This design comes from an exercise in tuning for small area, a short achievable clock period and few clock cycles per item on the open sky130 flow, not from production work.
In this exercise RTL edits were held to simulation tests only and were not proved equivalent to the original.
Power and IR drop assume default switching activity.

## flow/design.v (module list and top-level ports; edited modules follow where they fit)
// module multiplier: 1663 lines
// module mul_fa: 4 lines
// module mul_bsel: 3 lines
// module mul_bpp: 3 lines
// module mul_ha: 4 lines
module multiplier #(MANT_BITS=23, EXP_BITS=8)(
	input wire clk,
	input wire reset_n,
	input wire input_valid,
	input logic [EXP_BITS+MANT_BITS:0] in_a,
	input logic [EXP_BITS+MANT_BITS:0] in_b,
	output logic [EXP_BITS+MANT_BITS:0] data_out,
	output logic output_valid
);
  // ...
==> flow/flow/run.sh <==
#!/bin/bash
set -euo pipefail
export BUFFER_PORTS_ARGS="-buffer_cell sky130_fd_sc_hd__buf_4"
bash standard.sh > standard.log 2>&1
==> flow/standard.sh <==
#!/bin/bash
# synth_recipe.tcl (not shown) runs the flow's synth.tcl, then flattens the netlist and writes it again
# the make line also repeats each setting of config.mk as NAME=value (left out here)
make -C /OpenROAD-flow-scripts/flow DESIGN_CONFIG=/design/flow/config.mk WORK_HOME=/design/flow/orfs CLKGATE_MAP_FILE= SYNTH_SCRIPT=/design/flow/synth_recipe.tcl "${@:-finish}"
==> flow/config.mk <==
export PLATFORM = sky130hd
export DESIGN_NAME = multiplier
export DESIGN_NICKNAME = multiplier
export VERILOG_FILES = /design/flow/design.v
export SDC_FILE = /design/flow/constraint.sdc
export NUM_CORES = 4
export LEC_CHECK = 0
export CAP_MARGIN = 20
export CORE_MARGIN = 2
export CORE_UTILIZATION = 45
export SETUP_SLACK_MARGIN = 3.0
export SLEW_MARGIN = 20
export SYNTH_HIERARCHICAL = 1
==> flow/constraint.sdc <==
create_clock -name core_clock -period 8.0 [get_ports {clk}]
set_input_delay 1.6000 -clock core_clock [delete_from_list [all_inputs] [get_ports {clk}]]
set_output_delay 1.6000 -clock core_clock [all_outputs]
set_load 0.01 [all_outputs]
==> impl_summary.log, run 1 <==
[metrics] detailed route wirelength on metal2: ~32000 um
[metrics] number of cell instances on the worst register-to-register path: 16
[metrics] Total GRT Usage: about a third
[metrics] worst relative slew slack: 30.3%
[metrics] violation count after the first detailed-routing iteration: ~1700
[metrics] buffer count excluding the clock tree in the final layout: 365
[metrics] startpoint of the worst setup timing path: in_b[14]
[metrics] result of the run: timing/DRC/antenna clean
[metrics] share of final-layout standard cells stronger than drive strength 1: slightly below 30%
[metrics] signal arrival time at the worst endpoint: 5.61 ns
[metrics] most common library cell in the layout ignoring fill and taps: sky130_fd_sc_hd__nor2_1
[metrics] Critical Path Most Common Cell: sky130_fd_sc_hd__fa_1
[metrics] latest clock arrival within the worst-skew pair: 0.41 ns
[metrics] Hold Buf Count CTS: 0
[metrics] total buffers and inverters traversed by the critical path: 3
[metrics] largest net degree at the start of global routing: between 60 and 70
[metrics] Final Setup Violations: 0
[metrics] distinct cell type count after synthesis: 70
[metrics] Biggest consumer: combinational cells
[metrics] P_sw: roughly 3.5 mW
[metrics] cell area reported after detailed placement: 21200 um^2
[metrics] longest individual stage delay on the worst path: 0.58 ns
[metrics] CTS resizes: 176
[metrics] # port buffers: 99
[metrics] portion of the post-synthesis area used by sequential elements: between 10% and 20%
[metrics] Sequential cell area: 2440 um^2
[metrics] Die Width: roughly 210 um
[metrics] kind of launch point of the worst setup path: primary input
[metrics] adder and majority cell fraction of the synthesized area: between 50% and 60%
[metrics] flip-flop and latch power: 942 uW
[metrics] floorplan die height: 212 um
[metrics] largest contributor to cell area by class: multi-input combinational cells
Testbench counts, summed over its fixed seeds: cycles 3,200, items 3,200.
==> run 2, diff against run 1 <==
--- a/flow/config.mk
+++ b/flow/config.mk
@@ -8,6 +8,6 @@
 export CAP_MARGIN = 20
 export CORE_MARGIN = 2
-export CORE_UTILIZATION = 45
-export SETUP_SLACK_MARGIN = 3.0
+export CORE_UTILIZATION = 65
+export SETUP_SLACK_MARGIN = 2.2
 export SLEW_MARGIN = 20
 export SYNTH_HIERARCHICAL = 1
==> impl_summary.log, run 2 <==
[metrics] ordered list of cells on the worst path: buf_4, mux2i_2, nor2_1, fa_1, fa_1, fa_1, fa_1, fa_1, fa_1, fa_1
[metrics] reg-to-reg endpoint: rb[5]
[metrics] total buffers and inverters traversed by the critical path: 1 (-2)
[metrics] fillers: 2171
[metrics] biggest area contributors in the synthesized netlist: sky130_fd_sc_hd__fa_1 (50%), sky130_fd_sc_hd__nor2_1 (12%), sky130_fd_sc_hd__dfxtp_1 (6.9%)
[metrics] setup repair after global routing missed its margin: true
[metrics] Total GRT Usage: 39.3% (+7.3 points)
[metrics] leakage power: ~9.4 nW
[metrics] kind of launch point of the worst setup path: primary input
[metrics] Final Setup Violations: 0 (unchanged)
[metrics] minimum clock period after layout: 5.74 ns
[metrics] hold slack final: between 0.5 and 0.6 ns
[metrics] Critical Path End Type: register
[metrics] CP Capture Point: rb[10]
[metrics] Hold Buf Count CTS: 0 (unchanged)
[metrics] total of flip-flops plus latches after synthesis: 104
[metrics] portion of the post-synthesis area used by sequential elements: 12.6% (unchanged)
[metrics] total placed cells including tap cells: 2355
[metrics] number of instances in the synthesized netlist: 1937
[metrics] max-slew violation count: 0
[metrics] standard-cell rows: 63
[metrics] number of antenna repair diodes: 0
[metrics] number of global-route vias before repair: 16583
[metrics] async set-or-reset flop fraction in the synthesized netlist: 2.88%
[metrics] crit share post-route: between 70% and 80%
[metrics] worst vdd rail ir drop: 0.299 mV
[metrics] # port buffers: 99 (unchanged)
[metrics] synth-to-layout area growth: 10.4%
[metrics] routability cong.: 0.920
[metrics] Largest delay share family, worst path: adder cells
[metrics] worst relative slew slack: 29.4% (-0.92 points)
[metrics] Clock Tree Buf Depth: 2
[metrics] reg-to-reg startpoint: st[0]
[metrics] biggest area consumer among synthesized cells: sky130_fd_sc_hd__fa_1
[metrics] predominant post-synthesis flop cell: sky130_fd_sc_hd__dfxtp_1
[metrics] TritonCTS Buffers: 9
[metrics] distinct cell type count after synthesis: 70 (unchanged)
[metrics] floorplan die height: 177 um (-16%)
[metrics] per-instance average area after synthesis: 10.0 um^2
[metrics] Setup Skew: 0.0158 ns
[metrics] total congestion overflow after global routing: 0
[metrics] latest clock arrival within the worst-skew pair: 0.39 ns (-0.02 ns)
[metrics] result of the run: timing/DRC/antenna clean
[metrics] signal arrival time at the worst endpoint: 6.01 ns (+0.40 ns)
[metrics] summed instance area of the synthesized netlist: 19400 um^2
[metrics] r2r setup slk: 2.35 ns
[metrics] largest net degree at the start of global routing: 61 (unchanged)
[metrics] violation count after the first detailed-routing iteration: 1564 (-9.8%)
[metrics] longest individual stage delay on the worst path: 0.75 ns (+0.17 ns)
[metrics] Critical Path Most Common Cell: sky130_fd_sc_hd__fa_1
[metrics] count of nets left with antenna violations after detail routing: 0
[metrics] most used cells in the layout excluding fill and tap cells: sky130_fd_sc_hd__nor2_1 (633), sky130_fd_sc_hd__fa_1 (484), sky130_fd_sc_hd__buf_4 (171)
[metrics] startpoint of the worst setup timing path: in_b[15]
[metrics] level count of the clock H-tree: 3
[metrics] starting density of the core: 65.8%
[metrics] DRC violation count after routing: 0
[metrics] cell depth of the worst setup path: 10
[metrics] TritonRoute pass-1 iters: 6
[metrics] Top Registers: ra: 31 flops, rb: 31 flops, sh: 24 flops
[metrics] Routed wire per std cell: between 20 and 25 um
[metrics] die outline area: 31200 um^2
[metrics] via/cell ratio: 6.53
[metrics] required time at the endpoint of the critical path: 8.26 ns
[metrics] total vias in the final route: 15557
[metrics] global-route wire length before repair: 91000 um
[metrics] clock input transition at the sequential cells of the worst setup and hold paths: 0.08 ns
[metrics] slew at the pin closest to its max-slew limit: just over 1 ns
[metrics] Cell Count, Final, Fillers Out: 2384
[metrics] number of enable flip-flop cells after synthesis: 34
[metrics] most common library cell in the layout ignoring fill and taps: sky130_fd_sc_hd__nor2_1
[metrics] number of cell instances on the worst register-to-register path: 11 (-5)
[metrics] type of the worst setup path: primary input to register
[metrics] yosys warns: 7
[metrics] Hold Crit Class: register to register
[metrics] number of antenna violations at the first check in global routing: 1
[metrics] number of sinks handled by clock tree synthesis: 104
[metrics] maximum frequency from static timing analysis: ~0.17 GHz
[metrics] fraction of synthesized cell area taken by the top area cell type: 50.0%
[metrics] max-capacitance violation count: 0
[metrics] number of cells on the worst hold path: 1
[metrics] synthesized net count: roughly 2600
[metrics] Detailed Place HPWL: 43400 um
[metrics] CTS tree: done
[metrics] share of final-layout standard cells stronger than drive strength 1: 13.0% (-16 points)
[metrics] CP max-delay cell: sky130_fd_sc_hd__mux2i_2
[metrics] placeable core region: between 20000 and 30000 um^2
[metrics] final hold violation count: 0
[metrics] setup TNS: 0 ns
[metrics] top cells by count, synth: sky130_fd_sc_hd__nor2_1 (634), sky130_fd_sc_hd__fa_1 (484), sky130_fd_sc_hd__clkbuf_1 (122)
[metrics] peak fanout along the critical path: 10
[metrics] final layout net count: 2620
[metrics] Root Driver: sky130_fd_sc_hd__clkbuf_16
[metrics] Die Width: 177 um (-16%)
[metrics] I/O pin total: 100
[metrics] routed wire length: 58800 um
[metrics] most repeated cell in the gate-level netlist after synthesis: sky130_fd_sc_hd__nor2_1
[metrics] Power Density: 319 nW/um^2
==> run 2: cell families after synthesis <==
family,share of synthesized area [%]
and+or+nand+nor,17.2
adders and majority gates,55.1
AOI/OAI and AO/OA,6.76
buffers and inverters,3.09
DFF,12.6
muxes,3.67
xor gates and xnor gates,1.63
==> run 2: stage by stage <==
step / util, % / cell area (um^2) / setup slack [ns] / total power, mW
3_3_place_gp: 70.5 / 20800 / 1.62 / 6.04
5_1_grt: 72.6 / 21400 / 2.17 / 7.45
2_1_floorplan: - / 19400 / 2.21 / 4.49
4_1_cts: 72.2 / 21300 / 2.22 / 6.83
6_report: 72.6 / 21400 / 2.26 / 6.82
3_5_place_dp: 70.5 / 20800 / 1.53 / 6.26
==> run 2: per-module statistics from Yosys, one instance, submodules excluded <==
module      cells  flip-flops and latches  copies in the design  cell area [um^2]
mul_fa          1                       0                   483              20.0
mul_ha          1                       0                    23              12.5
multiplier   1431                     104                     1              9430
==> run 2: layer usage <==
metal	up-vias	share of wire (%)	global-route usage (%)
met5	-	0.020	0
met4	2	4.8	18.4
met3	225	12	12.6
met2	1085	47	62.1
met1	7856	36	49.7
li1	6389	-	-
==> run 2: report_power, final <==
part	switching (mW)	internal, mW	total (mW)
combinational	3.01	2.38	5.39
clock	0.238	0.280	0.518
sequential	0.0982	0.815	0.913
==> run 2: what timing repair did <==
item	in CTS	in global routing
hold endpoints to repair	0	0
setup buffers	8	4
pin swaps	1	0
gates resized for setup	8	7
endpoints found under the setup margin	44	9
==> run 2: cell type report <==
class | count | area, um^2 | share of cell area, %
Tap cell | 390 | 488 | 2.28
Clock inverter | 6 | 98.8 | 0.462
Timing Repair Buffer | 175 | 1370 | 6.40
Clock buffer | 10 | 229 | 1.07
Multi-Input combinational cell | 1680 | 16700 | 78.1
Inverter | 19 | 71.3 | 0.333
Sequential cell | 104 | 2440 | 11.4
==> run 2: worst min path at each step <==
stage	startpoint	end	slack, ns
2_1_floorplan	st[1]	st[0]	0.48
3_3_place_gp	st[1]	st[0]	0.56
3_5_place_dp	st[1]	st[0]	0.57
4_1_cts	st[1]	st[0]	0.58
5_1_grt	st[1]	st[0]	0.61
6_report	st[1]	st[0]	0.58
==> run 3, diff against run 2 <==
==> flow/flow/run.sh (replaced) <==
#!/bin/bash
set -euo pipefail
export BUFFER_PORTS_ARGS="-buffer_cell sky130_fd_sc_hd__buf_2"
bash standard.sh > standard.log 2>&1
--- a/flow/config.mk
+++ b/flow/config.mk
@@ -9,5 +9,5 @@
 export CORE_MARGIN = 2
 export CORE_UTILIZATION = 65
-export SETUP_SLACK_MARGIN = 2.2
+export SETUP_SLACK_MARGIN = 2.5
 export SLEW_MARGIN = 20
 export SYNTH_HIERARCHICAL = 1
==> impl_summary.log, run 3 <==
[metrics] standard-cell rows: 63 (unchanged)
[metrics] latest clock arrival within the worst-skew pair: 0.39 ns (about the same)
[metrics] distinct cell type count after synthesis: 70 (unchanged)
[metrics] summed instance area of the synthesized netlist: 19400 um^2 (unchanged)
[metrics] floorplan die height: 177 um (unchanged)
[metrics] Final Setup Violations: 0 (unchanged)
[metrics] predominant post-synthesis flop cell: sky130_fd_sc_hd__dfxtp_1
[metrics] Root Driver: sky130_fd_sc_hd__clkbuf_16
[metrics] level count of the clock H-tree: 3 (unchanged)
[metrics] TritonRoute pass-1 iters: 8 (+2)
[metrics] number of cells on the worst hold path: 1 (unchanged)
[metrics] type of the worst setup path: primary input to register
[metrics] Total GRT Usage: 40.4% (+1.1 points)
[metrics] number of sinks handled by clock tree synthesis: 104 (unchanged)
[metrics] maximum frequency from static timing analysis: 0.182 GHz (+4.5%)
[metrics] top cells by count, synth: sky130_fd_sc_hd__nor2_1 (634), sky130_fd_sc_hd__fa_1 (484), sky130_fd_sc_hd__clkbuf_1 (122)
[metrics] synthesized net count: 2568 (unchanged)
[metrics] setup TNS: 0 ns (unchanged)
[metrics] crit share post-route: 68.7% (-3.1 points)
[metrics] total vias in the final route: 16275 (+4.6%)
[metrics] max-capacitance violation count: 0 (unchanged)
[metrics] number of enable flip-flop cells after synthesis: 34 (unchanged)
[metrics] Hold Crit Class: register to register
[metrics] routability cong.: 0.915 (-0.58%)
[metrics] Critical Path End Type: register
[metrics] yosys warns: 7 (unchanged)
[metrics] via/cell ratio: 6.66 (+2.0%)
[metrics] largest net degree at the start of global routing: 61 (unchanged)
[metrics] starting density of the core: 65.8% (unchanged)
[metrics] leakage power: 9.82 nW (+3.9%)
[metrics] Clock Tree Buf Depth: 2 (unchanged)
[metrics] number of instances in the synthesized netlist: 1937 (unchanged)
[metrics] DRC violation count after routing: 0 (unchanged)
[metrics] Finished Core Util: 75.6% (+3.0 points)
[metrics] Routed wire per std cell: 25.6 um (+3.8%)
[metrics] final hold violation count: 0 (unchanged)
[metrics] synth-to-layout area growth: 14.9%
[metrics] Power Density: 303 nW/um^2 (-5.0%)
[metrics] slew at the pin closest to its max-slew limit: 1.06 ns (+0.0246 ns)
[metrics] violation count after the first detailed-routing iteration: 1764 (+13%)
[metrics] signal arrival time at the worst endpoint: 5.76 ns (-0.25 ns)
[metrics] I/O pin total: 100 (unchanged)
[metrics] reg-to-reg startpoint: st[0]
[metrics] per-instance average area after synthesis: 10.0 um^2 (unchanged)
[metrics] minimum clock period after layout: 5.50 ns (-0.245 ns)
[metrics] number of antenna violations at the first check in global routing: 2 (+1)
[metrics] final layout net count: 2680 (+2.3%)
[metrics] die outline area: 31200 um^2 (unchanged)
[metrics] Post-Layout Inst Area: 22300 um^2 (+4.1%)
[metrics] setup repair after global routing missed its margin: true
[metrics] clock input transition at the sequential cells of the worst setup and hold paths: 0.08 ns (about the same)
[metrics] number of cell instances on the worst register-to-register path: 12 (+1)
[metrics] biggest area consumer among synthesized cells: sky130_fd_sc_hd__fa_1
[metrics] most repeated cell in the gate-level netlist after synthesis: sky130_fd_sc_hd__nor2_1
[metrics] worst relative slew slack: 29.1% (-0.27 points)
[metrics] DP Worst Slack: 1.40 ns (-0.132 ns)
[metrics] routed wire length: 62600 um (+6.5%)
[metrics] number of global-route vias before repair: 16952 (+2.2%)
[metrics] share of final-layout standard cells stronger than drive strength 1: 16.9% (+3.9 points)
[metrics] Top Registers: ra: 31 flops, rb: 31 flops, sh: 24 flops
[metrics] result of the run: timing/DRC/antenna clean
[metrics] cell area reported after detailed placement: 20600 um^2 (-0.74%)
[metrics] startpoint of the worst setup timing path: in_b[18]
[metrics] total congestion overflow after global routing: 0 (unchanged)
[metrics] max-slew violation count: 0 (unchanged)
[metrics] kind of launch point of the worst setup path: primary input
[metrics] Die Width: 177 um (unchanged)
[metrics] global-route wire length before repair: 94000 um (+3.3%)
[metrics] worst vdd rail ir drop: 0.243 mV (-19%)
[metrics] most common library cell in the layout ignoring fill and taps: sky130_fd_sc_hd__nor2_1
[metrics] fillers: 1994 (-8.2%)
[metrics] Worst Slack Setup Final: 2.50 ns (+0.245 ns)
[metrics] fraction of synthesized cell area taken by the top area cell type: 50.0% (unchanged)
[metrics] peak fanout along the critical path: 15 (+5)
[metrics] portion of the post-synthesis area used by sequential elements: 12.6% (unchanged)
[metrics] CTS tree: done
[metrics] Setup Skew: 0.00874 ns (-0.00708 ns)
[metrics] placeable core region: 29500 um^2 (unchanged)
[metrics] Detailed Place HPWL: 43700 um (+0.65%)
[metrics] Hold Buf Count CTS: 0 (unchanged)
[metrics] # port buffers: 99 (unchanged)
[metrics] worst hold start: st[1]
[metrics] biggest area contributors in the synthesized netlist: sky130_fd_sc_hd__fa_1 (50%), sky130_fd_sc_hd__nor2_1 (12%), sky130_fd_sc_hd__dfxtp_1 (6.9%)
[metrics] most used cells in the layout excluding fill and tap cells: sky130_fd_sc_hd__nor2_1 (632), sky130_fd_sc_hd__fa_1 (464), sky130_fd_sc_hd__buf_2 (99)
[metrics] required time at the endpoint of the critical path: 8.26 ns (about the same)
[metrics] TritonCTS Buffers: 9 (unchanged)
[metrics] async set-or-reset flop fraction in the synthesized netlist: 2.88% (unchanged)
[metrics] total of flip-flops plus latches after synthesis: 104 (unchanged)
[metrics] count of nets left with antenna violations after detail routing: 0 (unchanged)
[run 3: cell counts after synthesis]
Identical to the previous run, type by type.
[run 3: critical path, stage by stage]
cell and delay, ns:
sky130_fd_sc_hd__buf_2 0.13, sky130_fd_sc_hd__mux2i_4 0.48, sky130_fd_sc_hd__buf_4 0.39, sky130_fd_sc_hd__nor2_1 0.11, sky130_fd_sc_hd__fa_1 0.52, sky130_fd_sc_hd__fa_1 0.52
sky130_fd_sc_hd__fa_1 0.61, sky130_fd_sc_hd__fa_1 0.46, sky130_fd_sc_hd__fa_1 0.53, sky130_fd_sc_hd__fa_1 0.42
[run 3: kinds of logic after synthesis]
kind of cell             share of synthesized area [%]
AO/OA/AOI/OAI                                     6.76
XOR/XNOR                                          1.63
adder cells (fa/ha/maj)                           55.1
buffers and inverters                             3.09
flip-flops                                        12.6
multiplexers                                      3.67
AND/OR/NAND/NOR                                   17.2
[run 3: power breakdown]
group          internal [mW]  switching (mW)  total, mW
sequential             0.815          0.0966      0.911
combinational           2.35            3.04       5.39
clock                  0.215           0.228      0.442
total                   3.38            3.37       6.75
[run 3: path summary, 6_finish.rpt]
kind                                     end  slack (ns)
min in group asynchronous       output_valid        0.99
worst min-delay path                   st[0]        0.52
max in group asynchronous              st[1]        6.89
worst max register to register        rb[15]        2.59
worst min register to register         st[0]        0.52
worst max-delay path                  rb[15]        2.50
[run 3: final cells by class]
class	instances	area [um^2]	area share, %
multi-input cells	1681	16900	76.0
inverters	19	71.3	0.320
diodes	1	2.50	0.0112
clock buffers	9	225	1.01
clock inverters	7	53.8	0.241
flip-flops and latches	104	2440	10.9
well taps	390	488	2.19
repair buffers	234	2060	9.24
[run 3: Yosys stat by module, one instance, submodules excluded]
| module | copies in the design | cells |
|---|---|---|
| mul_fa | 483 | 1 |
| mul_ha | 23 | 1 |
| multiplier | 1 | 1431 |
[run 3: timing repair]
item / in CTS / in global routing
resized for setup: 26 / 57
endpoints found under the setup margin: 50 / 23
setup buffers: 26 / 38
pin swaps: 1 / 2
gates cloned: 1 / 6
[run 3: layer usage]
metal	track usage (%)	up-vias	routed length, um
met5	0	-	67
met4	19.8	4	3930
met3	12.8	332	7970
met2	63.5	1208	29000
met1	51.2	8212	21600
li1	-	6519	-
[run 3: through the flow]
step                      power, mW  hold WS [ns]  instances
after global routing           7.40         0.540       2444
final                          6.75         0.525       2445
after CTS                      6.68         0.572       2399
after floorplan                4.53         0.478       1937
after detailed placement       6.17         0.563       2356
after global placement         6.00         0.551       2356
==> run 4, diff against run 3 <==
==> flow/flow/run.sh (replaced) <==
#!/bin/bash
set -euo pipefail
export BUFFER_PORTS_ARGS="-buffer_cell sky130_fd_sc_hd__buf_4"
bash standard.sh > standard.log 2>&1
--- a/flow/config.mk
+++ b/flow/config.mk
@@ -12,2 +12,3 @@
 export SLEW_MARGIN = 20
 export SYNTH_HIERARCHICAL = 1
+export TNS_END_PERCENT = 10
==> impl_summary.log, run 4 <==
[metrics] result of the run: timing/DRC/antenna clean
[metrics] placeable core region: 29500 um^2 (unchanged)
[metrics] Top Registers: ra: 31 flops, rb: 31 flops, sh: 24 flops
[metrics] count of nets left with antenna violations after detail routing: 0 (unchanged)
[metrics] most used cells in the layout excluding fill and tap cells: sky130_fd_sc_hd__nor2_1 (633), sky130_fd_sc_hd__fa_1 (477), sky130_fd_sc_hd__buf_4 (170)
[metrics] number of enable flip-flop cells after synthesis: 34 (unchanged)
[metrics] die outline area: 31200 um^2 (unchanged)
[metrics] number of global-route vias before repair: 16680 (-1.6%)
[metrics] summed instance area of the synthesized netlist: 19400 um^2 (unchanged)
[metrics] routed wire length: 58100 um (-7.1%)
[metrics] Critical Path End Type: register
[metrics] total of flip-flops plus latches after synthesis: 104 (unchanged)
[metrics] Worst Slack Setup Final: 2.45 ns (-0.0548 ns)
[metrics] max-slew violation count: 0 (unchanged)
[metrics] total congestion overflow after global routing: 0 (unchanged)
[metrics] async set-or-reset flop fraction in the synthesized netlist: 2.88% (unchanged)
[metrics] setup TNS: 0 ns (unchanged)
[metrics] Clock Tree Buf Depth: 2 (unchanged)
[metrics] r2r setup slk: 2.60 ns (about the same)
[metrics] startpoint of the worst setup timing path: in_b[2]
[metrics] predominant post-synthesis flop cell: sky130_fd_sc_hd__dfxtp_1
[metrics] number of antenna violations at the first check in global routing: 0 (-2)
[metrics] TritonRoute pass-1 iters: 6 (-2)
[metrics] TritonCTS Buffers: 9 (unchanged)
[metrics] synthesized net count: 2568 (unchanged)
[metrics] worst hold start: st[1]
[metrics] fillers: 2129 (+6.8%)
[metrics] DRC violation count after routing: 0 (unchanged)
[metrics] PnR Total Power: 6.75 mW (about the same)
[metrics] minimum clock period after layout: 5.55 ns (+0.0548 ns)
[metrics] DP Worst Slack: 1.62 ns (+0.222 ns)
[metrics] setup repair after global routing missed its margin: true
[metrics] I/O pin total: 100 (unchanged)
[metrics] slew at the pin closest to its max-slew limit: 0.992 ns (-0.0715 ns)
[metrics] total vias in the final route: 15567 (-4.4%)
[metrics] Die Width: 177 um (unchanged)
[metrics] top cells by count, synth: sky130_fd_sc_hd__nor2_1 (634), sky130_fd_sc_hd__fa_1 (484), sky130_fd_sc_hd__clkbuf_1 (122)
[metrics] Hold Crit Class: register to register
[metrics] Largest delay share family, worst path: adder cells
[metrics] via/cell ratio: 6.50 (-2.4%)
[metrics] crit share post-route: 69.4% (+0.69 points)
[metrics] total buffers and inverters traversed by the critical path: 2 (unchanged)
[metrics] Finished Core Util: 73.4% (-2.2 points)
[metrics] biggest area consumer among synthesized cells: sky130_fd_sc_hd__fa_1
[metrics] Final Setup Violations: 0 (unchanged)
[metrics] # port buffers: 99 (unchanged)
[metrics] Post-Layout Inst Area: 21600 um^2 (-2.9%)
[metrics] most common library cell in the layout ignoring fill and taps: sky130_fd_sc_hd__nor2_1
[metrics] routability cong.: 0.932 (+1.9%)
[metrics] most repeated cell in the gate-level netlist after synthesis: sky130_fd_sc_hd__nor2_1
[metrics] biggest area contributors in the synthesized netlist: sky130_fd_sc_hd__fa_1 (50%), sky130_fd_sc_hd__nor2_1 (12%), sky130_fd_sc_hd__dfxtp_1 (6.9%)
[metrics] worst relative slew slack: 33.8% (+4.7 points)
[metrics] required time at the endpoint of the critical path: 8.28 ns (+0.02 ns)
[metrics] Hold Buf Count CTS: 0 (unchanged)
[metrics] Power Density: 312 nW/um^2 (+3.0%)
[metrics] worst vdd rail ir drop: 0.282 mV (+16%)
[metrics] Total GRT Usage: 39.2% (-1.2 points)
[metrics] Routed wire per std cell: 24.3 um (-5.2%)
[metrics] floorplan die height: 177 um (unchanged)
[metrics] per-instance average area after synthesis: 10.0 um^2 (unchanged)
[metrics] starting density of the core: 65.8% (unchanged)
[metrics] final layout net count: 2632 (-1.8%)
[metrics] clock input transition at the sequential cells of the worst setup and hold paths: 0.08 ns (about the same)
[metrics] number of instances in the synthesized netlist: 1937 (unchanged)
[metrics] number of antenna repair diodes: 0 (-1)
[metrics] CP Capture Point: rc
[metrics] maximum frequency from static timing analysis: 0.180 GHz (-0.99%)
[metrics] CP max-delay cell: sky130_fd_sc_hd__fa_1
[metrics] latest clock arrival within the worst-skew pair: 0.39 ns (about the same)
[metrics] violation count after the first detailed-routing iteration: 1485 (-16%)
[metrics] reg-to-reg startpoint: st[1]
[metrics] type of the worst setup path: primary input to register
[metrics] level count of the clock H-tree: 3 (unchanged)
[metrics] peak fanout along the critical path: 24 (+9)
[metrics] reg-to-reg endpoint: rc
[metrics] final hold violation count: 0 (unchanged)
[metrics] share of final-layout standard cells stronger than drive strength 1: 14.1% (-2.8 points)
[metrics] CTS tree: done
[metrics] fraction of synthesized cell area taken by the top area cell type: 50.0% (unchanged)
[metrics] Setup Skew: 0.0140 ns (+0.00523 ns)
[metrics] global-route wire length before repair: 91200 um (-2.9%)
[metrics] largest net degree at the start of global routing: 61 (unchanged)
[metrics] leakage power: 9.53 nW (-2.9%)
[metrics] cell area reported after detailed placement: 20800 um^2 (+0.79%)
[metrics] number of cell instances on the worst register-to-register path: 20 (+8)
[metrics] number of sinks handled by clock tree synthesis: 104 (unchanged)
[metrics] ordered list of cells on the worst path: buf_4, mux2i_4, buf_4, nor2_1, fa_1, fa_1, fa_1, fa_1, ha_1, a21o_1, a21o_1, a21o_1, a21oi_1, nor2b_1, o21ai_0, nand2b_1, a221o_1
[metrics] portion of the post-synthesis area used by sequential elements: 12.6% (unchanged)
[metrics] Critical Path Most Common Cell: sky130_fd_sc_hd__fa_1
[metrics] standard-cell rows: 63 (unchanged)
[metrics] yosys warns: 7 (unchanged)
[metrics] Root Driver: sky130_fd_sc_hd__clkbuf_16
[metrics] signal arrival time at the worst endpoint: 5.83 ns (+0.07 ns)
[metrics] distinct cell type count after synthesis: 70 (unchanged)
[metrics] longest individual stage delay on the worst path: 0.55 ns (-0.06 ns)
[metrics] max-capacitance violation count: 0 (unchanged)
[metrics] cell depth of the worst setup path: 17 (+7)
[metrics] Detailed Place HPWL: 42700 um (-2.1%)
[metrics] kind of launch point of the worst setup path: primary input
[metrics] synth-to-layout area growth: 11.6%
[run 4: power breakdown]
group	leakage [nW]	total, mW	internal, mW	switching (mW)
clock network	0.154	0.490	0.252	0.238
logic	8.42	5.34	2.37	2.97
registers	0.962	0.916	0.815	0.101
[run 4: worst min path at each step]
| stage | to | slack, ns | cells past startpoint |
|---|---|---|---|
| finish | st[0] | 0.53 | 1 |
| global route | st[0] | 0.56 | 1 |
| CTS | st[0] | 0.60 | 1 |
| detailed placement | sh[23] | 0.57 | 2 |
| global placement | sh[23] | 0.56 | 2 |
| floorplan | st[0] | 0.48 | 1 |
[run 4: cell type report]
type	count	area, um^2	area share, %
Clock buffer	10	229	1.06
Multi-Input combinational cell	1680	16700	77.4
Sequential cell	104	2440	11.3
Clock inverter	6	86.3	0.399
Tap cell	390	488	2.26
Timing Repair Buffer	187	1570	7.26
Inverter	19	71.3	0.330
[run 4: logic make-up after synthesis]
group / Yosys count / synth area share, %
AO/OA/AOI/OAI: 202 / 6.76
buffers and inverters: 153 / 3.09
AND/OR/NAND/NOR: 807 / 17.2
multiplexers: 71 / 3.67
XOR/XNOR: 36 / 1.63
adder cells (fa/ha/maj): 564 / 55.1
flip-flops: 104 / 12.6
[run 4: Yosys stat by module (local to each module, per instance)]
| module | cells inside | flops+latches | area, um^2 |
|---|---|---|---|
| multiplier | 1431 | 104 | 9430 |
| mul_fa | 1 | 0 | 20.0 |
| mul_ha | 1 | 0 | 12.5 |
[run 4: through the flow]
step | hold slack, ns | cells
after floorplan | 0.478 | 1937
after global placement | 0.564 | 2353
after detailed placement | 0.574 | 2353
after CTS | 0.598 | 2395
after global routing | 0.559 | 2396
final | 0.534 | 2396
[run 4: metal layers]
| layer | vias up | wire [um] | GRT usage, % |
|---|---|---|---|
| li1 | 6411 | - | - |
| met1 | 7807 | 21400 | 50.8 |
| met2 | 1109 | 26700 | 61.2 |
| met3 | 240 | 6580 | 10.7 |
| met4 | 0 | 3360 | 20.1 |
| met5 | - | 0 | 0 |
[run 4: timing repair]
action,CTS,global route
setup endpoints to repair,45,28
pin swaps,1,0
setup buffers,26,0
resized for setup,28,6
==> run 5, diff against run 4 <==
--- a/flow/config.mk
+++ b/flow/config.mk
@@ -9,5 +9,5 @@
 export CORE_MARGIN = 2
 export CORE_UTILIZATION = 65
-export SETUP_SLACK_MARGIN = 2.5
+export SETUP_SLACK_MARGIN = 3.0
 export SLEW_MARGIN = 20
 export SYNTH_HIERARCHICAL = 1
==> impl_summary.log, run 5 <==
[metrics] Setup Skew: 0.0193 ns (+0.00531 ns)
[metrics] max-capacitance violation count: 0 (unchanged)
[metrics] final hold violation count: 0 (unchanged)
[metrics] biggest area contributors in the synthesized netlist: sky130_fd_sc_hd__fa_1 (50%), sky130_fd_sc_hd__nor2_1 (12%), sky130_fd_sc_hd__dfxtp_1 (6.9%)
[metrics] biggest area consumer among synthesized cells: sky130_fd_sc_hd__fa_1
[metrics] CTS tree: done
[metrics] total of flip-flops plus latches after synthesis: 104 (unchanged)
[metrics] I/O pin total: 100 (unchanged)
[metrics] largest net degree at the start of global routing: 61 (unchanged)
[metrics] minimum clock period after layout: 5.59 ns (+0.0355 ns)
[metrics] result of the run: timing/DRC/antenna clean
[metrics] max-slew violation count: 0 (unchanged)
[metrics] distinct cell type count after synthesis: 70 (unchanged)
[metrics] global-route wire length before repair: 98100 um (+7.5%)
[metrics] Die Width: 177 um (unchanged)
[metrics] peak fanout along the critical path: 4 (-83%)
[metrics] number of global-route vias before repair: 17511 (+5.0%)
[metrics] Cell Count, Final, Fillers Out: 2479 (+3.5%)
[metrics] final layout net count: 2715 (+3.2%)
[metrics] signal arrival time at the worst endpoint: 5.87 ns (+0.04 ns)
[metrics] fraction of synthesized cell area taken by the top area cell type: 50.0% (unchanged)
[metrics] kind of launch point of the worst setup path: primary input
[metrics] total placed cells including tap cells: 2354 (+0.042%)
[metrics] routed wire length: 66900 um (+15%)
[metrics] required time at the endpoint of the critical path: 8.28 ns (about the same)
[metrics] die outline area: 31200 um^2 (unchanged)
[metrics] # port buffers: 99 (unchanged)
[metrics] Top Registers: ra: 31 flops, rb: 31 flops, sh: 24 flops
[metrics] most used cells in the layout excluding fill and tap cells: sky130_fd_sc_hd__nor2_1 (627), sky130_fd_sc_hd__fa_1 (458), sky130_fd_sc_hd__buf_4 (190)
[metrics] summed instance area of the synthesized netlist: 19400 um^2 (unchanged)
[metrics] async set-or-reset flop fraction in the synthesized netlist: 2.88% (unchanged)
[metrics] TritonCTS Buffers: 9 (unchanged)
[metrics] Routed wire per std cell: 27.0 um (+11%)
[metrics] starting density of the core: 65.8% (unchanged)
[metrics] latest clock arrival within the worst-skew pair: 0.40 ns (about the same)
[metrics] count of nets left with antenna violations after detail routing: 0 (unchanged)
[metrics] setup TNS: 0 ns (unchanged)
[metrics] Detailed Place HPWL: 43200 um (+1.2%)
[metrics] violation count after the first detailed-routing iteration: 2157 (+45%)
[metrics] number of antenna violations at the first check in global routing: 0 (unchanged)
[metrics] maximum frequency from static timing analysis: 0.179 GHz (-0.63%)
[metrics] leakage power: 10.2 nW (+7.4%)
[metrics] TritonRoute pass-1 iters: 5 (-1)
[metrics] Root Driver: sky130_fd_sc_hd__clkbuf_16
[metrics] share of final-layout standard cells stronger than drive strength 1: 19.3% (+5.2 points)
[metrics] Hold Buf Count CTS: 0 (unchanged)
[metrics] routability cong.: 0.910 (-2.4%)
[metrics] synthesized net count: 2568 (unchanged)
[metrics] Total GRT Usage: 42.6% (+3.4 points)
[metrics] slew at the pin closest to its max-slew limit: 1.02 ns (+0.0232 ns)
[metrics] top cells by count, synth: sky130_fd_sc_hd__nor2_1 (634), sky130_fd_sc_hd__fa_1 (484), sky130_fd_sc_hd__clkbuf_1 (122)
[metrics] setup repair after global routing missed its margin: true
[metrics] portion of the post-synthesis area used by sequential elements: 12.6% (unchanged)
[metrics] number of antenna repair diodes: 0 (unchanged)
[metrics] floorplan die height: 177 um (unchanged)
[metrics] number of instances in the synthesized netlist: 1937 (unchanged)
[metrics] most repeated cell in the gate-level netlist after synthesis: sky130_fd_sc_hd__nor2_1
[metrics] crit share post-route: 69.8% (+0.44 points)
[metrics] standard-cell rows: 63 (unchanged)
[metrics] worst relative slew slack: 32.2% (-1.5 points)
[metrics] Power Density: 307 nW/um^2 (-1.5%)
[metrics] synth-to-layout area growth: 20.2%
[metrics] total congestion overflow after global routing: 0 (unchanged)
[metrics] Final Setup Violations: 0 (unchanged)
[metrics] Clock Tree Buf Depth: 2 (unchanged)
[metrics] DRC violation count after routing: 0 (unchanged)
[metrics] worst vdd rail ir drop: 0.283 mV (+0.16%)
[metrics] clock input transition at the sequential cells of the worst setup and hold paths: 0.08 ns (about the same)
[metrics] predominant post-synthesis flop cell: sky130_fd_sc_hd__dfxtp_1
[metrics] Critical Path End Type: register
[metrics] most common library cell in the layout ignoring fill and taps: sky130_fd_sc_hd__nor2_1
[metrics] per-instance average area after synthesis: 10.0 um^2 (unchanged)
[metrics] via/cell ratio: 6.83 (+5.1%)
[metrics] r2r setup slk: 2.54 ns (-0.06 ns)
[metrics] number of sinks handled by clock tree synthesis: 104 (unchanged)
[metrics] total vias in the final route: 16927 (+8.7%)
[metrics] number of enable flip-flop cells after synthesis: 34 (unchanged)
[metrics] yosys warns: 7 (unchanged)
[metrics] placeable core region: 29500 um^2 (unchanged)
[metrics] Hold Crit Class: register to register
[metrics] level count of the clock H-tree: 3 (unchanged)
[metrics] type of the worst setup path: primary input to register
[run 5: per-stage QoR]
stage | total power [mW] | instance area (um^2) | util [%] | setup WS [ns] | hold WS [ns]
6_report | 7.16 | 23300 | 79.1 | 2.41 | 0.590
3_3_place_gp | 6.11 | 20800 | 70.6 | 1.71 | 0.561
4_1_cts | 6.96 | 22700 | 77.0 | 2.65 | 0.525
3_5_place_dp | 6.29 | 20800 | 70.6 | 1.59 | 0.584
5_1_grt | 7.75 | 23300 | 79.1 | 2.44 | 0.623
2_1_floorplan | 4.51 | 19400 | - | 2.29 | 0.478
[run 5: worst max-delay path, stage by stage]
cell and delay [ns]:
sky130_fd_sc_hd__buf_4 0.14, sky130_fd_sc_hd__mux2i_4 0.26, sky130_fd_sc_hd__buf_8 0.18, sky130_fd_sc_hd__nor2_1 0.07, sky130_fd_sc_hd__fa_1 0.58, sky130_fd_sc_hd__fa_1 0.45
sky130_fd_sc_hd__fa_2 0.36, sky130_fd_sc_hd__fa_1 0.54, sky130_fd_sc_hd__fa_1 0.46, sky130_fd_sc_hd__ha_1 0.35, sky130_fd_sc_hd__a21o_1 0.18, sky130_fd_sc_hd__a21oi_1 0.15
sky130_fd_sc_hd__nor2b_1 0.06, sky130_fd_sc_hd__o21ai_1 0.12, sky130_fd_sc_hd__nand2b_1 0.06, sky130_fd_sc_hd__a221o_1 0.30
[run 5: power breakdown]
group          total (mW)  internal (mW)  switching, mW
Clock               0.503          0.269          0.234
Sequential          0.910          0.815         0.0953
Combinational        5.74           2.58           3.16
[run 5: worst paths after layout]
check,startpoint,to,cells after the start
max in group asynchronous,reset_n,st[1],1
min in group asynchronous,reset_n,output_valid,1
max reg2reg,st[1],rc,18
min reg2reg,st[0],output_valid,1
min,st[0],output_valid,1
max,in_a[5],rc,16
[run 5: per-module statistics from Yosys, one instance, submodules excluded]
module      cells  area [um^2]  flops+latches  copies in the design
mul_fa          1         20.0              0                   483
mul_ha          1         12.5              0                    23
multiplier   1431         9430            104                     1
[run 5: area by class of cell]
class | count | area, um^2
multi-input cells | 1682 | 17100
clock buffers | 11 | 255
clock inverters | 5 | 67.6
inverters | 19 | 71.3
well taps | 390 | 488
repair buffers | 268 | 2900
fillers | 1843 | 6170
flip-flops and latches | 104 | 2440
[run 5: repair_timing]
| action | 4_1_cts | 5_1_grt |
|---|---|---|
| setup endpoints to repair | 85 | 79 |
| pin swaps | 28 | 19 |
| gates cloned | 13 | 4 |
| resized for setup | 129 | 52 |
| setup buffers | 58 | 33 |
[run 5: layer usage]
layer / track usage [%] / part of all wire, % / wire (um) / vias up
met1: 52.6 / 33 / 22300 / 8298
met2: 65.3 / 44 / 29700 / 1564
met4: 25.8 / 7.8 / 5240 / 0
met3: 14.5 / 14 / 9590 / 475
met5: 0 / 0 / 0 / -
li1: - / - / - / 6590
[run 5: cell families after synthesis]
family          Yosys count  synth area share [%]
compound gates          202                  6.76
xor+xnor                 36                  1.63
fa+ha+maj               564                  55.1
buf+inv                 153                  3.09
flops                   104                  12.6
mux                      71                  3.67
simple gates            807                  17.2
==> run 6, diff against run 5 <==
--- a/flow/config.mk
+++ b/flow/config.mk
@@ -8,7 +8,6 @@
 export CAP_MARGIN = 20
 export CORE_MARGIN = 2
-export CORE_UTILIZATION = 65
-export SETUP_SLACK_MARGIN = 3.0
+export CORE_UTILIZATION = 50
+export SETUP_SLACK_MARGIN = 2.5
 export SLEW_MARGIN = 20
 export SYNTH_HIERARCHICAL = 1
-export TNS_END_PERCENT = 10
==> impl_summary.log, run 6 <==
[metrics] count of nets left with antenna violations after detail routing: 0 (unchanged)
[metrics] synth-to-layout area growth: 16.5%
[metrics] multiplexer share of the synthesized area: 3.67% (unchanged)
[metrics] type of the worst setup path: primary input to register
[metrics] share of final-layout standard cells stronger than drive strength 1: 16.4% (-2.9 points)
[metrics] predominant post-synthesis flop cell: sky130_fd_sc_hd__dfxtp_1
[metrics] slew at the pin closest to its max-slew limit: 0.976 ns (-0.0396 ns)
[metrics] TritonCTS Buffers: 9 (unchanged)
[metrics] routability cong.: 0.884 (-2.9%)
[metrics] leakage power: 9.84 nW (-3.9%)
[metrics] post-synthesis simple-gate area fraction: 17.2% (unchanged)
[metrics] placeable core region: 38500 um^2 (+30%)
[metrics] number of enable flip-flop cells after synthesis: 34 (unchanged)
[metrics] number of antenna repair diodes: 0 (unchanged)
[metrics] largest family of logic cells by synthesized area: adder cells
[metrics] Sequential cell area: 2440 um^2 (about the same)
[metrics] Power Density: 295 nW/um^2 (-3.8%)
[metrics] minimum clock period after layout: 5.49 ns (-0.0943 ns)
[metrics] worst vdd rail ir drop: 0.213 mV (-25%)
[metrics] Root Driver: sky130_fd_sc_hd__clkbuf_16
[metrics] # port buffers: 99 (unchanged)
[metrics] Setup Skew: 0.0251 ns (+0.00584 ns)
[metrics] latest clock arrival within the worst-skew pair: 0.40 ns (about the same)
[metrics] number of global-route vias before repair: 16551 (-5.5%)
[metrics] XOR/XNOR share of the synthesized area: 1.63% (unchanged)
[metrics] fraction of synthesized cell area taken by the top area cell type: 50.0% (unchanged)
[metrics] crit share post-route: 68.6% (-1.2 points)
[metrics] Die Width: 201 um (+14%)
[metrics] Top Registers: ra: 31 flops, rb: 31 flops, sh: 24 flops
[metrics] result of the run: timing/DRC/antenna clean
[metrics] adder and majority cell fraction of the synthesized area: 55.1% (unchanged)
[metrics] final hold violation count: 0 (unchanged)
[metrics] setup repair after global routing missed its margin: true
[metrics] Hold Buf Count CTS: 0 (unchanged)
[metrics] number of antenna violations at the first check in global routing: 0 (unchanged)
[metrics] number of cells on the worst hold path: 1 (unchanged)
[metrics] yosys warns: 7 (unchanged)
[metrics] biggest area consumer among synthesized cells: sky130_fd_sc_hd__fa_1
[metrics] Detailed Place HPWL: 45800 um (+5.9%)
[metrics] floorplan die height: 201 um (+14%)
[metrics] per-instance average area after synthesis: 10.0 um^2 (unchanged)
[metrics] fraction of the mapped netlist area in compound gates: 6.76% (unchanged)
[metrics] distinct cell type count after synthesis: 70 (unchanged)
[metrics] DRC violation count after routing: 0 (unchanged)
[metrics] peak fanout along the critical path: 11 (+7)
[metrics] most used cells in the layout excluding fill and tap cells: sky130_fd_sc_hd__nor2_1 (633), sky130_fd_sc_hd__fa_1 (466), sky130_fd_sc_hd__buf_4 (185)
[metrics] signal arrival time at the worst endpoint: 5.75 ns (-0.12 ns)
[metrics] routed wire length: 61900 um (-7.4%)
[metrics] number of cell instances on the worst register-to-register path: 12 (-6)
[metrics] I/O pin total: 100 (unchanged)
[metrics] top cells by count, synth: sky130_fd_sc_hd__nor2_1 (634), sky130_fd_sc_hd__fa_1 (484), sky130_fd_sc_hd__clkbuf_1 (122)
[metrics] setup TNS: 0 ns (unchanged)
[metrics] clock input transition at the sequential cells of the worst setup and hold paths: 0.09 ns (about the same)
[metrics] number of sinks handled by clock tree synthesis: 104 (unchanged)
[metrics] number of instances in the synthesized netlist: 1937 (unchanged)
[metrics] async set-or-reset flop fraction in the synthesized netlist: 2.88% (unchanged)
[metrics] Total GRT Usage: 31.0% (-12 points)
[metrics] total vias in the final route: 15537 (-8.2%)
[metrics] most repeated cell in the gate-level netlist after synthesis: sky130_fd_sc_hd__nor2_1
[metrics] global-route wire length before repair: 94700 um (-3.5%)
[metrics] maximum frequency from static timing analysis: 0.182 GHz (+1.7%)
[metrics] max-capacitance violation count: 0 (unchanged)
[metrics] most common library cell in the layout ignoring fill and taps: sky130_fd_sc_hd__nor2_1
[metrics] worst relative slew slack: 33.7% (+1.5 points)
[metrics] standard-cell rows: 72 (+14%)
[metrics] Critical Path End Type: register
[metrics] Multi-input gate area: 17000 um^2 (-0.78%)
[metrics] kind of launch point of the worst setup path: primary input
[metrics] required time at the endpoint of the critical path: 8.26 ns (-0.02 ns)
[metrics] summed instance area of the synthesized netlist: 19400 um^2 (unchanged)
[metrics] hold slack final: 0.574 ns (-0.0161 ns)
[metrics] synthesized net count: 2568 (unchanged)
[metrics] TritonRoute pass-1 iters: 5 (unchanged)
[metrics] CTS tree: done
[metrics] Clock Tree Buf Depth: 2 (unchanged)
[metrics] final layout net count: 2672 (-1.6%)
[metrics] total of flip-flops plus latches after synthesis: 104 (unchanged)
[metrics] Hold Crit Class: register to register
[metrics] Final Setup Violations: 0 (unchanged)
[metrics] Routed wire per std cell: 24.1 um (-10%)
[metrics] portion of the post-synthesis area used by sequential elements: 12.6% (unchanged)
[metrics] total congestion overflow after global routing: 0 (unchanged)
[metrics] die outline area: 40400 um^2 (+29%)
[metrics] max-slew violation count: 0 (unchanged)
[metrics] largest net degree at the start of global routing: 61 (unchanged)
[metrics] fillers: 3243 (+76%)
[metrics] level count of the clock H-tree: 3 (unchanged)
[metrics] violation count after the first detailed-routing iteration: 1433 (-34%)
[metrics] via/cell ratio: 6.06 (-11%)
[metrics] starting density of the core: 50.4% (-15 points)
[metrics] biggest area contributors in the synthesized netlist: sky130_fd_sc_hd__fa_1 (50%), sky130_fd_sc_hd__nor2_1 (12%), sky130_fd_sc_hd__dfxtp_1 (6.9%)
[run 6: final cells by class]
| class | count | share of cell area, % |
|---|---|---|
| clock buffer | 10 | 1.01 |
| clock inverter | 6 | 0.260 |
| inverter | 19 | 0.316 |
| multi-input combinational | 1681 | 75.0 |
| sequential | 104 | 10.8 |
| tap | 518 | 2.87 |
| timing repair buffer | 226 | 9.72 |
[run 6: timing repair]
item | 4_1_cts | 5_1_grt
cloned | 3 | 4
pin swaps | 2 | 7
gates resized for setup | 36 | 44
endpoints found under the setup margin | 52 | 21
buffers inserted | 13 | 43
[run 6: cell families after synthesis]
logic type               after synthesis
flip-flops                           104
adder cells (fa/ha/maj)              564
buffers and inverters                153
multiplexers                          71
AND/OR/NAND/NOR                      807
AO/OA/AOI/OAI                        202
XOR/XNOR                              36
[run 6: final timing paths]
| check | endpoint | from | slack [ns] |
|---|---|---|---|
| max | rb[8] | in_b[15] | 2.51 |
| min | st[0] | st[1] | 0.57 |
| max reg2reg | rb[8] | st[1] | 2.62 |
| min reg2reg | st[0] | st[1] | 0.57 |
| max in group asynchronous | st[0] | reset_n | 6.92 |
| min in group asynchronous | st[0] | reset_n | 0.97 |
[run 6: critical path, stage by stage]
cell	delay [ns]
sky130_fd_sc_hd__buf_4	0.13
sky130_fd_sc_hd__mux2i_4	0.49
sky130_fd_sc_hd__nor2_1	0.15
sky130_fd_sc_hd__fa_1	0.55
sky130_fd_sc_hd__fa_1	0.42
sky130_fd_sc_hd__fa_1	0.62
sky130_fd_sc_hd__fa_2	0.48
sky130_fd_sc_hd__fa_2	0.35
sky130_fd_sc_hd__fa_2	0.53
sky130_fd_sc_hd__fa_1	0.40
[run 6: power breakdown]
part | leakage [nW] | switching (mW) | total (mW) | internal (mW)
registers | 0.963 | 0.0989 | 0.913 | 0.814
logic | 8.74 | 2.91 | 5.29 | 2.38
clock network | 0.137 | 0.247 | 0.466 | 0.218
[run 6: per-stage QoR]
stage                     instances  setup WS (ns)  utilization, %  instance area (um^2)  power [mW]
after floorplan                1937           2.30               -                 19600        4.53
after global placement         2484           1.62            54.7                 21000        6.07
after detailed placement       2484           1.61            54.7                 21000        6.20
after CTS                      2516           2.37            56.6                 21800        6.74
after global routing           2564           2.47            58.7                 22600        7.43
final                          2564           2.51            58.7                 22600        6.67
[run 6: modules after synthesis, one instance, submodules excluded]
module / times used / area [um^2]
multiplier: 1 / 9430
mul_ha: 23 / 12.5
mul_fa: 483 / 20.0
[run 6: layer usage]
layer	track usage, %	up-vias	wire length (um)
met5	0	-	0
met4	10.1	0	2160
met3	8.67	163	6380
met2	49.8	888	29200
met1	41.0	7986	24200
li1	-	6500	-
==> run 7, diff against run 6 <==
--- a/flow/config.mk
+++ b/flow/config.mk
@@ -8,5 +8,5 @@
 export CAP_MARGIN = 20
 export CORE_MARGIN = 2
-export CORE_UTILIZATION = 50
+export CORE_UTILIZATION = 65
 export SETUP_SLACK_MARGIN = 2.5
 export SLEW_MARGIN = 20
==> impl_summary.log, run 7 <==
[metrics] final hold violation count: 0 (unchanged)
[metrics] TritonRoute pass-1 iters: 8 (+3)
[metrics] placeable core region: 29500 um^2 (-23%)
[metrics] max-slew violation count: 0 (unchanged)
[metrics] largest net degree at the start of global routing: 61 (unchanged)
[metrics] most used cells in the layout excluding fill and tap cells: sky130_fd_sc_hd__nor2_1 (633), sky130_fd_sc_hd__fa_1 (468), sky130_fd_sc_hd__buf_4 (149)
[metrics] fraction of synthesized cell area taken by the top area cell type: 50.0% (unchanged)
[metrics] Top Registers: ra: 31 flops, rb: 31 flops, sh: 24 flops
[metrics] leakage power: 9.55 nW (-3.0%)
[metrics] result of the run: timing/DRC/antenna clean
[metrics] distinct cell type count after synthesis: 70 (unchanged)
[metrics] number of global-route vias before repair: 17050 (+3.0%)
[metrics] minimum clock period after layout: 5.51 ns (+0.0168 ns)
[metrics] portion of the post-synthesis area used by sequential elements: 12.6% (unchanged)
[metrics] total congestion overflow after global routing: 0 (unchanged)
[metrics] number of antenna violations at the first check in global routing: 0 (unchanged)
[metrics] final layout net count: 2632 (-1.5%)
[metrics] TritonCTS Buffers: 9 (unchanged)
[metrics] max-capacitance violation count: 0 (unchanged)
[metrics] top cells by count, synth: sky130_fd_sc_hd__nor2_1 (634), sky130_fd_sc_hd__fa_1 (484), sky130_fd_sc_hd__clkbuf_1 (122)
[metrics] Detailed Place HPWL: 43800 um (-4.2%)
[metrics] Worst Slack Setup Final: 2.49 ns (-0.0168 ns)
[metrics] most common library cell in the layout ignoring fill and taps: sky130_fd_sc_hd__nor2_1
[metrics] total vias in the final route: 15933 (+2.5%)
[metrics] signal arrival time at the worst endpoint: 5.81 ns (+0.06 ns)
[metrics] floorplan die height: 177 um (-12%)
[metrics] async set-or-reset flop fraction in the synthesized netlist: 2.88% (unchanged)
[metrics] Total GRT Usage: 40.4% (+9.3 points)
[metrics] # port buffers: 99 (unchanged)
[metrics] longest individual stage delay on the worst path: 0.56 ns (-0.06 ns)
[metrics] slew at the pin closest to its max-slew limit: 1.02 ns (+0.0433 ns)
[metrics] summed instance area of the synthesized netlist: 19400 um^2 (unchanged)
[metrics] count of nets left with antenna violations after detail routing: 0 (unchanged)
[metrics] via/cell ratio: 6.65 (+9.7%)
[metrics] Clock Tree Buf Depth: 2 (unchanged)
[metrics] kind of launch point of the worst setup path: primary input
[metrics] most repeated cell in the gate-level netlist after synthesis: sky130_fd_sc_hd__nor2_1
[metrics] biggest area consumer among synthesized cells: sky130_fd_sc_hd__fa_1
[metrics] standard-cell rows: 63 (-13%)
[metrics] number of sinks handled by clock tree synthesis: 104 (unchanged)
[metrics] maximum frequency from static timing analysis: 0.182 GHz (-0.30%)
[metrics] worst relative slew slack: 32.0% (-1.7 points)
[metrics] synth-to-layout area growth: 12.2%
[metrics] Final Setup Violations: 0 (unchanged)
[metrics] ordered list of cells on the worst path: buf_4, mux2i_2, buf_6, nor2_1, fa_1, fa_1, fa_1, fa_1, fa_1, ha_1, a21o_1, a21oi_1, nor2b_1, o21ai_0, nand2b_1, a221o_1
[metrics] CP max-delay cell: sky130_fd_sc_hd__fa_1
[metrics] per-instance average area after synthesis: 10.0 um^2 (unchanged)
[metrics] type of the worst setup path: primary input to register
[metrics] starting density of the core: 65.8% (+15 points)
[metrics] Power Density: 317 nW/um^2 (+7.5%)
[metrics] Finished Core Util: 73.8% (+15 points)
[metrics] violation count after the first detailed-routing iteration: 1993 (+39%)
[metrics] CTS tree: done
[metrics] synthesized net count: 2568 (unchanged)
[metrics] Hold Crit Class: register to register
[metrics] global-route wire length before repair: 93600 um (-1.2%)
[metrics] worst vdd rail ir drop: 0.270 mV (+27%)
[metrics] share of final-layout standard cells stronger than drive strength 1: 14.6% (-1.9 points)
[metrics] number of instances in the synthesized netlist: 1937 (unchanged)
[metrics] required time at the endpoint of the critical path: 8.30 ns (+0.04 ns)
[metrics] total of flip-flops plus latches after synthesis: 104 (unchanged)
[metrics] I/O pin total: 100 (unchanged)
[metrics] setup repair after global routing missed its margin: true
[metrics] Critical Path End Type: register
[metrics] Hold Buf Count CTS: 0 (unchanged)
[metrics] setup TNS: 0 ns (unchanged)
[metrics] die outline area: 31200 um^2 (-23%)
[metrics] clock input transition at the sequential cells of the worst setup and hold paths: 0.09 ns (about the same)
[metrics] routed wire length: 61800 um (-0.15%)
[metrics] DP Worst Slack: 1.55 ns (-0.0646 ns)
[metrics] DRC violation count after routing: 0 (unchanged)
[metrics] Root Driver: sky130_fd_sc_hd__clkbuf_16
[metrics] number of enable flip-flop cells after synthesis: 34 (unchanged)
[metrics] level count of the clock H-tree: 3 (unchanged)
[metrics] Setup Skew: 0.0244 ns (-0.000736 ns)
[metrics] routability cong.: 0.931 (+5.4%)
[metrics] fillers: 2152 (-34%)
[metrics] latest clock arrival within the worst-skew pair: 0.40 ns (about the same)
[metrics] number of antenna repair diodes: 0 (unchanged)
[metrics] Die Width: 177 um (-12%)
[metrics] biggest area contributors in the synthesized netlist: sky130_fd_sc_hd__fa_1 (50%), sky130_fd_sc_hd__nor2_1 (12%), sky130_fd_sc_hd__dfxtp_1 (6.9%)
[metrics] Critical Path Most Common Cell: sky130_fd_sc_hd__fa_1
[metrics] peak fanout along the critical path: 24 (+13)
[metrics] Routed wire per std cell: 25.8 um (+6.8%)
[metrics] predominant post-synthesis flop cell: sky130_fd_sc_hd__dfxtp_1
[metrics] crit share post-route: 68.9% (+0.21 points)
[metrics] yosys warns: 7 (unchanged)
==> run 7: layout make-up <==
type	instances	area [um^2]	area share, %
Inverter	19	71.3	0.328
Timing Repair Buffer	183	1640	7.52
Tap cell	390	488	2.24
Multi-Input combinational cell	1684	16800	77.4
Sequential cell	104	2440	11.2
Clock buffer	10	229	1.05
Clock inverter	6	51.3	0.236
==> run 7: kinds of logic after synthesis <==
kind of cell	synth area share (%)
DFF	12.6
buffers and inverters	3.09
adders and majority gates	55.1
xor gates and xnor gates	1.63
muxes	3.67
and+or+nand+nor	17.2
AOI/OAI and AO/OA	6.76
==> run 7: critical path: cells and delay by family <==
family	cells	cell delay (ns)
AOI/OAI and AO/OA	4	0.75
adders and majority gates	6	2.60
buffers and inverters	2	0.44
muxes	1	0.18
and+or+nand+nor	3	0.24
==> run 7: per-layer routing <==
layer | part of all wire [%] | global-route usage [%]
met4 | 5.1 | 19.6
met3 | 13 | 13.3
met1 | 36 | 51.7
met5 | 0 | 0
met2 | 46 | 62.5
==> run 7: power by group <==
part	internal [mW]	total [mW]	switching, mW
logic	2.43	5.54	3.11
registers	0.815	0.916	0.102
clock network	0.217	0.452	0.235
==> run 7: path summary, 6_finish.rpt <==
| check | startpoint | endpoint | slack [ns] | cells past startpoint |
|---|---|---|---|---|
| worst max-delay path | in_b[10] | rc | 2.49 | 16 |
| worst min-delay path | st[1] | st[0] | 0.59 | 1 |
| worst max register to register | st[1] | rc | 2.58 | 18 |
| worst min register to register | st[1] | st[0] | 0.59 | 1 |
| max in group asynchronous | reset_n | st[0] | 6.92 | 1 |
| min in group asynchronous | reset_n | st[1] | 0.98 | 1 |
==> run 7: modules after synthesis, one instance, submodules excluded <==
| module | cells | cell area, um^2 | copies in the design | flops+latches |
|---|---|---|---|---|
| multiplier | 1431 | 9430 | 1 | 104 |
| mul_fa | 1 | 20.0 | 483 | 0 |
| mul_ha | 1 | 12.5 | 23 | 0 |
==> run 7: per-stage QoR <==
stage               power (mW)  hold slack, ns  cell area (um^2)  instances
floorplan                 4.53           0.478             19600       1937
global placement          6.14           0.557             20800       2347
detailed placement        6.34           0.560             20800       2347
CTS                       6.85           0.571             21300       2373
global route              7.50           0.629             21800       2396
finish                    6.91           0.594             21800       2396
==> run 7: timing repair <==
item                       in CTS  in global routing
resized for setup              17                 27
buffers inserted                9                 19
setup endpoints to repair      56                 28
cloned                          1                  3

## afterwards: timing with drivers on the ports
In the flow no input, the clock included, has a driving cell. The finished layouts below were timed again as built, in two steps.
Step 1 sets driving cells, clkbuf_16 on the clock port and buf_2 on the other inputs (assumed; they add their load-dependent delay and slew).
Step 2, shift: input delay + t, output delay - t, t = (earliest + latest rising clock arrival at the registers) / 2. This alone moves slack from input paths to output paths.
a / b / c = no drivers / after step 1 / after step 2; a / b = the first two.
| run | t, ns | setup WS [ns] | worst hold slack (ns) | clock arrival spread, ns | pins driven straight from the clock port |
|---|---|---|---|---|---|
| run 1 | 0.453 | 2.692 / 2.704 / 2.251 | 0.519 / 0.519 / 0.519 | 0.015 / 0.015 | 1 |
| run 2 | 0.440 | 2.259 / 2.287 / 1.848 | 0.581 / 0.581 / 0.581 | 0.017 / 0.017 | 1 |
| run 3 | 0.440 | 2.504 / 2.540 / 2.100 | 0.525 / 0.525 / 0.525 | 0.015 / 0.014 | 1 |
| run 4 | 0.438 | 2.449 / 2.482 / 2.044 | 0.534 / 0.534 / 0.534 | 0.014 / 0.014 | 1 |
| run 5 | 0.440 | 2.414 / 2.438 / 1.998 | 0.590 / 0.590 / 0.590 | 0.019 / 0.019 | 1 |
| run 6 | 0.437 | 2.508 / 2.537 / 2.100 | 0.574 / 0.574 / 0.574 | 0.025 / 0.026 | 1 |
| run 7 | 0.445 | 2.491 / 2.519 / 2.075 | 0.594 / 0.594 / 0.594 | 0.025 / 0.025 | 1 |
After both steps setup and hold are still met in every run listed. For run 1, which loses most, drivers alone change the setup slack by +0.012 ns; drivers and shift together by -0.441 ns.
